Context: an optimization exercise on an open-source flow, tuned for small area, a short achievable clock period and few clock cycles per item. The choices shown serve that exercise and are no tape-out recipe. RTL that was checked went through simulation tests only; none was proved equivalent to the original. Power figures rest on the tool's default switching activity, not on a simulated workload.

## ECC_ENC_DEC
module ECC_ENC_DEC
#(
parameter DATA_WIDTH = 32,
parameter AMBA_ADDR_WIDTH = 20,
parameter AMBA_WORD = 32
)
(
input wire clk,
input wire rst,
input wire [AMBA_ADDR_WIDTH-1:0] PADDR,
input wire [AMBA_WORD-1:0] PWDATA,
input wire PENABLE,
           PSEL,
           PWRITE,
output reg [AMBA_WORD-1:0] PRDATA,
output reg [DATA_WIDTH-1:0] data_out,
output reg operation_done,
output reg [1:0] num_of_errors
);
Settings: LEC_CHECK=0, CAP_MARGIN=20, CORE_MARGIN=2, CORE_UTILIZATION=40, CTS_CLUSTER_DIAMETER=100, CTS_CLUSTER_SIZE=25, SETUP_SLACK_MARGIN=3.0, SLEW_MARGIN=20; clock period 5.0 ns.
standard.sh (not shown) runs the stock make flow with config.mk's settings and CLKGATE_MAP_FILE= SYNTH_SCRIPT=/design/flow/synth_recipe.tcl, a recipe that flattens the netlist after the stock synthesis.
==> flow/flow/run.sh <==
#!/bin/bash
# The standard layout (standard.sh), with the port buffers made from buf_1 cells
# instead of the delay cell that buffer_ports picks by default.
set -euo pipefail
export BUFFER_PORTS_ARGS="-buffer_cell sky130_fd_sc_hd__buf_1"
bash standard.sh > standard.log 2>&1
The starting point passed the timing, design-rule and antenna checks.
Change:
==> flow/flow/run.sh (replaced) <==
#!/bin/bash
# The standard layout (standard.sh), with two changes to the cells it may use:
#  - the port buffers are buf_1 cells instead of the delay cell buffer_ports picks by default;
#  - the 3-input XOR/XNOR cells are added to the platform's don't-use list, so that
#    synthesis and repair build the parity trees from 2-input XOR/XNOR cells.
set -euo pipefail
export BUFFER_PORTS_ARGS="-buffer_cell sky130_fd_sc_hd__buf_1"
DU=$(make -s -C "$FLOW_HOME" DESIGN_CONFIG="$PWD/config.mk" WORK_HOME="$PWD/orfs" print-DONT_USE_CELLS 2> print.log | sed -n 's/^DONT_USE_CELLS: //p')
[ -n "$DU" ]
DU="$DU sky130_fd_sc_hd__xnor3_1 sky130_fd_sc_hd__xnor3_2 sky130_fd_sc_hd__xnor3_4 sky130_fd_sc_hd__xor3_1 sky130_fd_sc_hd__xor3_2 sky130_fd_sc_hd__xor3_4"
echo "DONT_USE_CELLS=$DU" > dont_use.txt
bash standard.sh DONT_USE_CELLS="$DU" finish > standard.log 2>&1
- SETUP_SLACK_MARGIN: 3.0 -> 2.95
Final cell count grows by 0.70%.
Hold slack barely changes.
Wire length shrinks by 0.83%.
Clock-buffer cell count grows by 1.
Synthesized cell count grows by 0.74%.
Combinational power shrinks by about 5%.
Setup slack got worse by 0.025 ns.
Synthesized area is about the same.
Via count does not change.
Core utilization shrinks by 0.39 points.
Change:
- SETUP_SLACK_MARGIN: 2.95 -> 3.0
=>
- synthesized area stays the same
- cell area rises by 1.5%
- die area stays the same
- core utilization went up by 0.71 points
Change:
==> flow/flow/run.sh (replaced) <==
#!/bin/bash
# The standard layout (standard.sh), with the port buffers made from buf_1 cells
# instead of the delay cell that buffer_ports picks by default.
set -euo pipefail
export BUFFER_PORTS_ARGS="-buffer_cell sky130_fd_sc_hd__buf_1"
bash standard.sh > standard.log 2>&1
- SETUP_SLACK_MARGIN: 3.0 -> 2.95
Hold slack got worse by 0.0067 ns.
Count of clock-buffer cells in the layout decreases by 2.
Clock power hardly moves.
Die area barely changes.
Global-route usage increases by 0.14 points.
Critical path depth stays the same.
Routed wire length decreases by 3.1%.
Sequential share of layout area increases by 1.1 points.
First-iteration DRC count decreases by 3.9%.
Via count decreases by 1.5%.
No run of this note included a check of the RTL's function; only the layout flow was run.


Another version of the RTL of ECC_ENC_DEC (not shown whole).
Size: ~970 cells after synthesis, ~220 flip-flops, about 0.011 mm2 of cells after synthesis.
export LEC_CHECK = 0
export CAP_MARGIN = 20
export CORE_MARGIN = 2
export CORE_UTILIZATION = 40
export SETUP_SLACK_MARGIN = 3.0
export SLEW_MARGIN = 20
create_clock -name core_clock -period 5.0 [get_ports {clk}]
==> flow/flow/run.sh <==
#!/bin/bash
# The standard layout (standard.sh), with the port buffers made from buf_1 cells
# instead of the delay cell that buffer_ports picks by default, and a clock tree with
# larger sink clusters and without dummy loads.
set -euo pipefail
export BUFFER_PORTS_ARGS="-buffer_cell sky130_fd_sc_hd__buf_1"
export CTS_ARGS="-sink_clustering_enable -repair_clock_nets -dont_use_dummy_load -sink_clustering_size 25 -sink_clustering_max_diameter 100"
bash standard.sh > standard.log 2>&1
The baseline ran to the end with no violations.
==> next run, changes <==
==> flow/flow/run.sh (replaced) <==
#!/bin/bash
# The standard layout (standard.sh), with the port buffers made from buf_1 cells
# instead of the delay cell that buffer_ports picks by default.
set -euo pipefail
export BUFFER_PORTS_ARGS="-buffer_cell sky130_fd_sc_hd__buf_1"
bash standard.sh > standard.log 2>&1
Area after synthesis stays the same. Total power is higher by 10%. Clock skew is lower by 0.020 ns. Worst setup slack gets worse by 0.011 ns. Core utilization is higher by 1.4 points. Sequential cell count does not change. Via count stays flat. Fmax is lower by 0.48%.
No functional check of the RTL was part of any run of this note.


ECC_ENC_DEC, a different RTL version from the one above (not shown whole).
For scale: about 1000 cells after synthesis, ~220 flip-flops, ~120 I/O pins, roughly 12000 um^2 of cells after synthesis.
// ECC_ENC_DEC
module ECC_ENC_DEC
#(
parameter DATA_WIDTH = 32,
parameter AMBA_ADDR_WIDTH = 20,
parameter AMBA_WORD = 32
)
(
input wire clk,
input wire rst,
input wire [AMBA_ADDR_WIDTH-1:0] PADDR,
input wire [AMBA_WORD-1:0] PWDATA,
input wire PENABLE,
           PSEL,
           PWRITE,
output reg [AMBA_WORD-1:0] PRDATA,
output reg [DATA_WIDTH-1:0] data_out,
output reg operation_done,
output reg [1:0] num_of_errors
);
clock: 5.0 ns
lec_check: 0
cap_margin: 20
core_margin: 2
core_utilization: 40
cts_cluster_diameter: 100
cts_cluster_size: 25
setup_slack_margin: 2.9
slew_margin: 20
==> flow/flow/run.sh <==
#!/bin/bash
# The standard layout (standard.sh), with two changes to the cells it may use:
#  - the port buffers are buf_1 cells instead of the delay cell buffer_ports picks by default;
#  - the 3-input XOR/XNOR cells are added to the platform's don't-use list, so that
#    synthesis and repair build the parity trees from 2-input XOR/XNOR cells;
#  - timing repair does not clone gates.
set -euo pipefail
export BUFFER_PORTS_ARGS="-buffer_cell sky130_fd_sc_hd__buf_1"
DU=$(make -s -C "$FLOW_HOME" DESIGN_CONFIG="$PWD/config.mk" WORK_HOME="$PWD/orfs" print-DONT_USE_CELLS 2> print.log | sed -n 's/^DONT_USE_CELLS: //p')
[ -n "$DU" ]
DU="$DU sky130_fd_sc_hd__xnor3_1 sky130_fd_sc_hd__xnor3_2 sky130_fd_sc_hd__xnor3_4 sky130_fd_sc_hd__xor3_1 sky130_fd_sc_hd__xor3_2 sky130_fd_sc_hd__xor3_4"
echo "DONT_USE_CELLS=$DU" > dont_use.txt
export SKIP_GATE_CLONING=1
bash standard.sh DONT_USE_CELLS="$DU" finish > standard.log 2>&1
Testbench counts at the start, summed over its fixed seeds: cycles 12,384, ops 1,920.
Edit:
--- a/flow/flow/run.sh
+++ b/flow/flow/run.sh
@@ -5,2 +5 @@
-#    synthesis and repair build the parity trees from 2-input XOR/XNOR cells;
-#  - timing repair does not clone gates.
+#    synthesis and repair build the parity trees from 2-input XOR/XNOR cells.
@@ -13 +11,0 @@
-export SKIP_GATE_CLONING=1
After rerunning: The changed run went through all stages and came out clean. Register-to-register slack barely changes. Synthesized cell count is unchanged. Hold slack is unchanged. Wire length is unchanged.
Edit:
SETUP_SLACK_MARGIN = 2.94   (was 2.9)
The new run produced a clean layout.
Via count barely changes.
Core utilization is higher by 0.82 points.
Combinational power is higher by about 5%.
Non-clock buffer count is higher by 8.
Clock power is higher by about 6%.
Global-route usage is lower by 0.24 points.
Die area stays the same.
Critical path depth is higher by 6.
Edit:
SETUP_SLACK_MARGIN = 2.85   (was 2.94)
Effect: The changed run passed the timing, design-rule and antenna checks; sequential share of layout area is higher by 0.71 points; power is lower by 3.5%; register-to-register slack gets worse by 60 ps; worst setup slack gets worse by 58 ps; hold slack gets better by 15 ps.


ECC_ENC_DEC, a different RTL version from the one above (not shown whole).
Size: ~1000 cells after synthesis, roughly 230 flip-flops.
export LEC_CHECK = 0
export CAP_MARGIN = 20
export CORE_MARGIN = 2
export CORE_UTILIZATION = 40
export CTS_CLUSTER_DIAMETER = 100
export CTS_CLUSTER_SIZE = 25
export SETUP_SLACK_MARGIN = 2.9
export SLEW_MARGIN = 20
create_clock -name core_clock -period 5.0 [get_ports {clk}]
==> flow/flow/run.sh <==
#!/bin/bash
# The standard layout (standard.sh), with two changes to the cells it may use:
#  - the port buffers are buf_1 cells instead of the delay cell buffer_ports picks by default;
#  - the 3-input XOR/XNOR cells are added to the platform's don't-use list, so that
#    synthesis and repair build the parity trees from 2-input XOR/XNOR cells.
set -euo pipefail
export BUFFER_PORTS_ARGS="-buffer_cell sky130_fd_sc_hd__buf_1"
DU=$(make -s -C "$FLOW_HOME" DESIGN_CONFIG="$PWD/config.mk" WORK_HOME="$PWD/orfs" print-DONT_USE_CELLS 2> print.log | sed -n 's/^DONT_USE_CELLS: //p')
[ -n "$DU" ]
DU="$DU sky130_fd_sc_hd__xnor3_1 sky130_fd_sc_hd__xnor3_2 sky130_fd_sc_hd__xnor3_4 sky130_fd_sc_hd__xor3_1 sky130_fd_sc_hd__xor3_2 sky130_fd_sc_hd__xor3_4"
echo "DONT_USE_CELLS=$DU" > dont_use.txt
bash standard.sh DONT_USE_CELLS="$DU" finish > standard.log 2>&1
Testbench counts at the start, summed over its fixed seeds: cycles 12,384, ops 1,920.
Then changed:
CORE_UTILIZATION = 50   (was 40)
After rerunning: Worst setup slack got worse by 0.11 ns; cell count drops by 7.4%; via count drops by 0.78%; count of clock-buffer cells in the layout is unchanged; non-clock buffer count drops by 10; worst hold slack improved by 0.0066 ns.
Then changed:
CORE_UTILIZATION = 40   (was 50)
SETUP_SLACK_MARGIN = 2.92   (was 2.9)
Outcome: Routed wire length came out higher by a few percent. Flip-flop and latch count is unchanged. Setup slack improves by 0.11 ns. Via count came out higher slightly. Final area came out higher slightly. Total power goes up slightly. Register-to-register slack improved by 0.12 ns. Cell count is higher by a little under a tenth. Critical path depth is lower by 7. Hold slack gets better by 0.0092 ns.
Then changed:
PLACE_DENSITY = 0.7   (was default)
SETUP_SLACK_MARGIN = 2.9   (was 2.92)
Outcome:
- clock power barely changes
- setup slack degrades by 0.13 ns
- combinational power decreases by about 2%
- wire length falls by 1.8%
- design area is about the same
- core utilization barely changes
- global-route usage went down by 0.50 points
- sequential share of layout area barely changes
- die area stays the same
- clock-buffer cell count increases by 1
- final cell count is about the same
Then changed:
CTS_CLUSTER_DIAMETER = 70   (was 100)
PLACE_DENSITY = default   (was 0.7)
Routed wire length increases by 1.1%.
Sequential share of layout area goes down by 0.87 points.
Core utilization rose by 0.99 points.
Design area increases by 2.2%.
Register-to-register slack gains 0.099 ns.
Synthesized area does not change.
Then changed:
CTS_CLUSTER_DIAMETER = 100   (was 70)
SETUP_SLACK_MARGIN = 2.85   (was 2.9)
Effect: The new run ran to the end with no violations; die area is unchanged; clock power falls by 24%; global-route usage stays flat; cell area falls by 3.0%; combinational power falls by about 5%; total power falls by 6.5%.


Another version of the RTL of ECC_ENC_DEC (not shown whole).
Size: about 220 flip-flops, ~120 I/O pins.
export LEC_CHECK = 0
export CAP_MARGIN = 20
export CORE_MARGIN = 2
export CORE_UTILIZATION = 40
export CTS_CLUSTER_DIAMETER = 100
export CTS_CLUSTER_SIZE = 25
export SETUP_SLACK_MARGIN = 3.0
export SLEW_MARGIN = 20
create_clock -name core_clock -period 5.0 [get_ports {clk}]
Scripts as last shown in full above: flow/flow/run.sh
Testbench counts at the start, summed over its fixed seeds: cycles 12,384, ops 1,920.
Change:
==> flow/flow/run.sh (replaced) <==
#!/bin/bash
# The standard layout (standard.sh), with the port buffers made from buf_1 cells
# instead of the delay cell that buffer_ports picks by default.
set -euo pipefail
export BUFFER_PORTS_ARGS="-buffer_cell sky130_fd_sc_hd__buf_1"
bash standard.sh > standard.log 2>&1
--- a/flow/config.mk
+++ b/flow/config.mk
@@ -12,3 +12,3 @@
 export CTS_CLUSTER_SIZE = 25
-export SETUP_SLACK_MARGIN = 3.0
+export SETUP_SLACK_MARGIN = 3.1
 export SLEW_MARGIN = 20
- cell area rose by 11%
- routed wire length rises by 13%
- first-iteration DRC count climbs by 11%
- total power came out higher by 11%
- setup slack gains 0.047 ns
- sequential share of layout area falls by 3.3 points
- register-to-register slack gets better by 0.05 ns
- synthesized cell count went down by 0.87%
Change:
==> flow/flow/run.sh (replaced) <==
#!/bin/bash
# The standard layout (standard.sh), with two changes to the cells it may use:
#  - the port buffers are buf_1 cells instead of the delay cell buffer_ports picks by default;
#  - the 3-input XOR/XNOR cells are added to the platform's don't-use list, so that
#    synthesis and repair build the parity trees from 2-input XOR/XNOR cells.
set -euo pipefail
export BUFFER_PORTS_ARGS="-buffer_cell sky130_fd_sc_hd__buf_1"
DU=$(make -s -C "$FLOW_HOME" DESIGN_CONFIG="$PWD/config.mk" WORK_HOME="$PWD/orfs" print-DONT_USE_CELLS 2> print.log | sed -n 's/^DONT_USE_CELLS: //p')
[ -n "$DU" ]
DU="$DU sky130_fd_sc_hd__xnor3_1 sky130_fd_sc_hd__xnor3_2 sky130_fd_sc_hd__xnor3_4 sky130_fd_sc_hd__xor3_1 sky130_fd_sc_hd__xor3_2 sky130_fd_sc_hd__xor3_4"
echo "DONT_USE_CELLS=$DU" > dont_use.txt
bash standard.sh DONT_USE_CELLS="$DU" finish > standard.log 2>&1
--- a/flow/config.mk
+++ b/flow/config.mk
@@ -12,3 +12,3 @@
 export CTS_CLUSTER_SIZE = 25
-export SETUP_SLACK_MARGIN = 3.1
+export SETUP_SLACK_MARGIN = 2.95
 export SLEW_MARGIN = 20
The new run completed without violations.
Wire length went down by 11%.
Non-clock buffer count goes down by 81.
Total power is lower by 10%.
Die area fell by 1.3%.
First-iteration DRC count decreases by 5.5%.
Combinational power shrinks by 18%.
Count of clock-buffer cells in the layout drops by 2.
Change:
==> flow/flow/run.sh (replaced) <==
#!/bin/bash
# The standard layout (standard.sh), with the port buffers made from buf_1 cells
# instead of the delay cell that buffer_ports picks by default.
set -euo pipefail
export BUFFER_PORTS_ARGS="-buffer_cell sky130_fd_sc_hd__buf_1"
bash standard.sh > standard.log 2>&1
--- a/flow/config.mk
+++ b/flow/config.mk
@@ -12,3 +12,3 @@
 export CTS_CLUSTER_SIZE = 25
-export SETUP_SLACK_MARGIN = 2.95
+export SETUP_SLACK_MARGIN = 3.0
 export SLEW_MARGIN = 20
What happened:
- area after synthesis rises by 1.3%
- routed wire length rises by 5.6%
- fmax rises by 1.4%
- utilization rises by 1.4 points
- die area rises by 1.3%
- final cell count rises by 3.0%
- global-route usage falls by 0.15 points
- power rises by 4.2%
- count of clock-buffer cells in the layout rises by 2
- first-iteration DRC count falls by 9.1%
- critical path depth rises by 1


ECC_ENC_DEC, a different RTL version from the one above (not shown whole).
Size in the first run: about 930 cells after synthesis, roughly 120 I/O pins, ~11000 um^2 of cells after synthesis.
Settings: LEC_CHECK=0, CAP_MARGIN=20, CORE_MARGIN=2, CORE_UTILIZATION=40, CTS_CLUSTER_DIAMETER=100, CTS_CLUSTER_SIZE=25, SETUP_SLACK_MARGIN=2.9, SLEW_MARGIN=20; clock period 5.0 ns.
==> flow/flow/run.sh <==
#!/bin/bash
# The standard layout (standard.sh), with two changes to the cells it may use:
#  - the port buffers are buf_1 cells instead of the delay cell buffer_ports picks by default;
#  - the 3-input XOR/XNOR cells are added to the platform's don't-use list, so that
#    synthesis and repair build the parity trees from 2-input XOR/XNOR cells.
set -euo pipefail
export BUFFER_PORTS_ARGS="-buffer_cell sky130_fd_sc_hd__buf_1"
DU=$(make -s -C "$FLOW_HOME" DESIGN_CONFIG="$PWD/config.mk" WORK_HOME="$PWD/orfs" print-DONT_USE_CELLS 2> print.log | sed -n 's/^DONT_USE_CELLS: //p')
[ -n "$DU" ]
DU="$DU sky130_fd_sc_hd__xnor3_1 sky130_fd_sc_hd__xnor3_2 sky130_fd_sc_hd__xnor3_4 sky130_fd_sc_hd__xor3_1 sky130_fd_sc_hd__xor3_2 sky130_fd_sc_hd__xor3_4"
echo "DONT_USE_CELLS=$DU" > dont_use.txt
bash standard.sh DONT_USE_CELLS="$DU" finish > standard.log 2>&1
The baseline went through all stages and came out clean.
Testbench counts at the start, summed over its fixed seeds: cycles 12,384, ops 1,920.
Rerun with:
Settings changed: SETUP_SLACK_MARGIN 2.9 to 3.0.
After rerunning:
- The changed run ran to the end with no violations
- total power rose by a few percent
- cell count rose slightly
- non-clock buffer count rose by 15
- sequential power rose slightly
Rerun with:
Settings changed: SETUP_SLACK_MARGIN 3.0 to 2.92.
Outcome: Total power went down by about 1.6%; die area stays the same; routed wire length went down by about 1.2%; synthesized cell count is unchanged; hold slack gains 0.0055 ns; clock power went up by about 6%; worst setup slack loses 0.087 ns; global-route usage went down by 0.16 points; clock-buffer cell count went down by 2; via count went down by 1.1%; area after synthesis is unchanged.
Rerun with:
--- a/flow/flow/run.sh
+++ b/flow/flow/run.sh
@@ -3,5 +3,6 @@
 #  - the port buffers are buf_1 cells instead of the delay cell buffer_ports picks by default;
 #  - the 3-input XOR/XNOR cells are added to the platform's don't-use list, so that
-#    synthesis and repair build the parity trees from 2-input XOR/XNOR cells.
+#    synthesis and repair build the parity trees from 2-input XOR/XNOR cells;
+#  - the clock tree is built without dummy loads.
 set -euo pipefail
 export BUFFER_PORTS_ARGS="-buffer_cell sky130_fd_sc_hd__buf_1"
@@ -10,3 +11,4 @@
 DU="$DU sky130_fd_sc_hd__xnor3_1 sky130_fd_sc_hd__xnor3_2 sky130_fd_sc_hd__xnor3_4 sky130_fd_sc_hd__xor3_1 sky130_fd_sc_hd__xor3_2 sky130_fd_sc_hd__xor3_4"
 echo "DONT_USE_CELLS=$DU" > dont_use.txt
+export CTS_ARGS="-sink_clustering_enable -repair_clock_nets -dont_use_dummy_load -sink_clustering_size 25 -sink_clustering_max_diameter 100"
 bash standard.sh DONT_USE_CELLS="$DU" finish > standard.log 2>&1
Settings changed: CTS_CLUSTER_DIAMETER 100 to default, CTS_CLUSTER_SIZE 25 to default, SETUP_SLACK_MARGIN 2.92 to 2.95.
Effect:
- routed wire length came out lower by 1.5%
- combinational power went up by about 1%
- power drops by 1.1%
- global-route usage went down by 0.11 points
- worst hold slack loses 0.0043 ns
Rerun with:
==> flow/flow/run.sh (replaced) <==
#!/bin/bash
# The standard layout (standard.sh), with two changes to the cells it may use:
#  - the port buffers are buf_1 cells instead of the delay cell buffer_ports picks by default;
#  - the 3-input XOR/XNOR cells are added to the platform's don't-use list, so that
#    synthesis and repair build the parity trees from 2-input XOR/XNOR cells.
set -euo pipefail
export BUFFER_PORTS_ARGS="-buffer_cell sky130_fd_sc_hd__buf_1"
DU=$(make -s -C "$FLOW_HOME" DESIGN_CONFIG="$PWD/config.mk" WORK_HOME="$PWD/orfs" print-DONT_USE_CELLS 2> print.log | sed -n 's/^DONT_USE_CELLS: //p')
[ -n "$DU" ]
DU="$DU sky130_fd_sc_hd__xnor3_1 sky130_fd_sc_hd__xnor3_2 sky130_fd_sc_hd__xnor3_4 sky130_fd_sc_hd__xor3_1 sky130_fd_sc_hd__xor3_2 sky130_fd_sc_hd__xor3_4"
echo "DONT_USE_CELLS=$DU" > dont_use.txt
bash standard.sh DONT_USE_CELLS="$DU" finish > standard.log 2>&1
Settings changed: CTS_CLUSTER_DIAMETER from default to 100, CTS_CLUSTER_SIZE from default to 25, SETUP_SLACK_MARGIN 2.95 to 2.97.
Power rose by 0.56%.
Final area rose by about 0.7%.
Synthesized cell count does not change.
Non-clock buffer count rose by 4.
Clock power rose by about 7%.
Via count rose by about 1.1%.
Sequential share of layout area fell by 0.34 points.
Synthesized area does not change.
Utilization rose by 0.33 points.
Fmax rose by about 0.56%.

re-timing with driven ports:
The flow's constraints put no driver on any port. The routed layouts listed below were extracted and timed again, unchanged, in two steps.
Step 1 sets driving cells, clkbuf_16 on the clock port and buf_2 on the other inputs (assumed; they add their load-dependent delay and slew).
Step 2 moves the port delays by t, midway between the first and last clock arrival at a register: inputs arrive t later, outputs are due t later. That takes back most of the time a late clock gives input paths.
Three values: ideal ports, drivers, drivers and shift; two values: the first two.
run	t (ns)	slack for setup (ns)	cell pins on the clock port's net
the first run of note 1	0.523	2.856 / 2.856 / 2.541	1
the second run of note 1	0.514	2.831 / 2.831 / 2.470	1
the third run of note 1	0.533	2.933 / 2.933 / 2.530	1
the fourth run of note 1	0.524	2.879 / 2.879 / 2.520	1
the first run of note 2	0.522	2.790 / 2.790 / 2.550	1
the second run of note 2	0.564	2.779 / 2.779 / 2.529	1
the first run of note 3	0.526	2.966 / 2.919 / 2.529	1
the second run of note 3	0.526	2.966 / 2.919 / 2.529	1
the third run of note 3	0.520	2.976 / 2.943 / 2.578	1
the fourth run of note 3	0.528	2.917 / 2.915 / 2.449	1
the first run of note 4	0.518	2.982 / 2.944 / 2.493	1
the second run of note 4	0.529	2.874 / 2.874 / 2.502	1
the third run of note 4	0.519	2.982 / 2.935 / 2.525	1
the fourth run of note 4	0.518	2.857 / 2.857 / 2.512	1
the fifth run of note 4	0.550	2.955 / 2.921 / 2.475	1
the sixth run of note 4	0.528	2.865 / 2.865 / 2.455	1
the first run of note 5	0.532	2.989 / 2.977 / 2.560	1
the second run of note 5	0.528	3.036 / 2.992 / 2.564	1
the third run of note 5	0.527	2.976 / 2.985 / 2.468	1
the fourth run of note 5	0.528	3.003 / 2.990 / 2.517	1
the first run of note 6	0.528	2.954 / 2.910 / 2.466	1
the second run of note 6	0.524	3.019 / 2.973 / 2.594	1
the third run of note 6	0.528	2.932 / 2.928 / 2.553	1
the fourth run of note 6	0.526	2.988 / 2.936 / 2.567	1
the fifth run of note 6	0.528	2.999 / 2.951 / 2.546	1
After both steps every run listed still meets setup and hold. The setup slack of the third run of note 5, which loses most, moves by +0.009 ns with the drivers and by -0.508 ns with both steps.
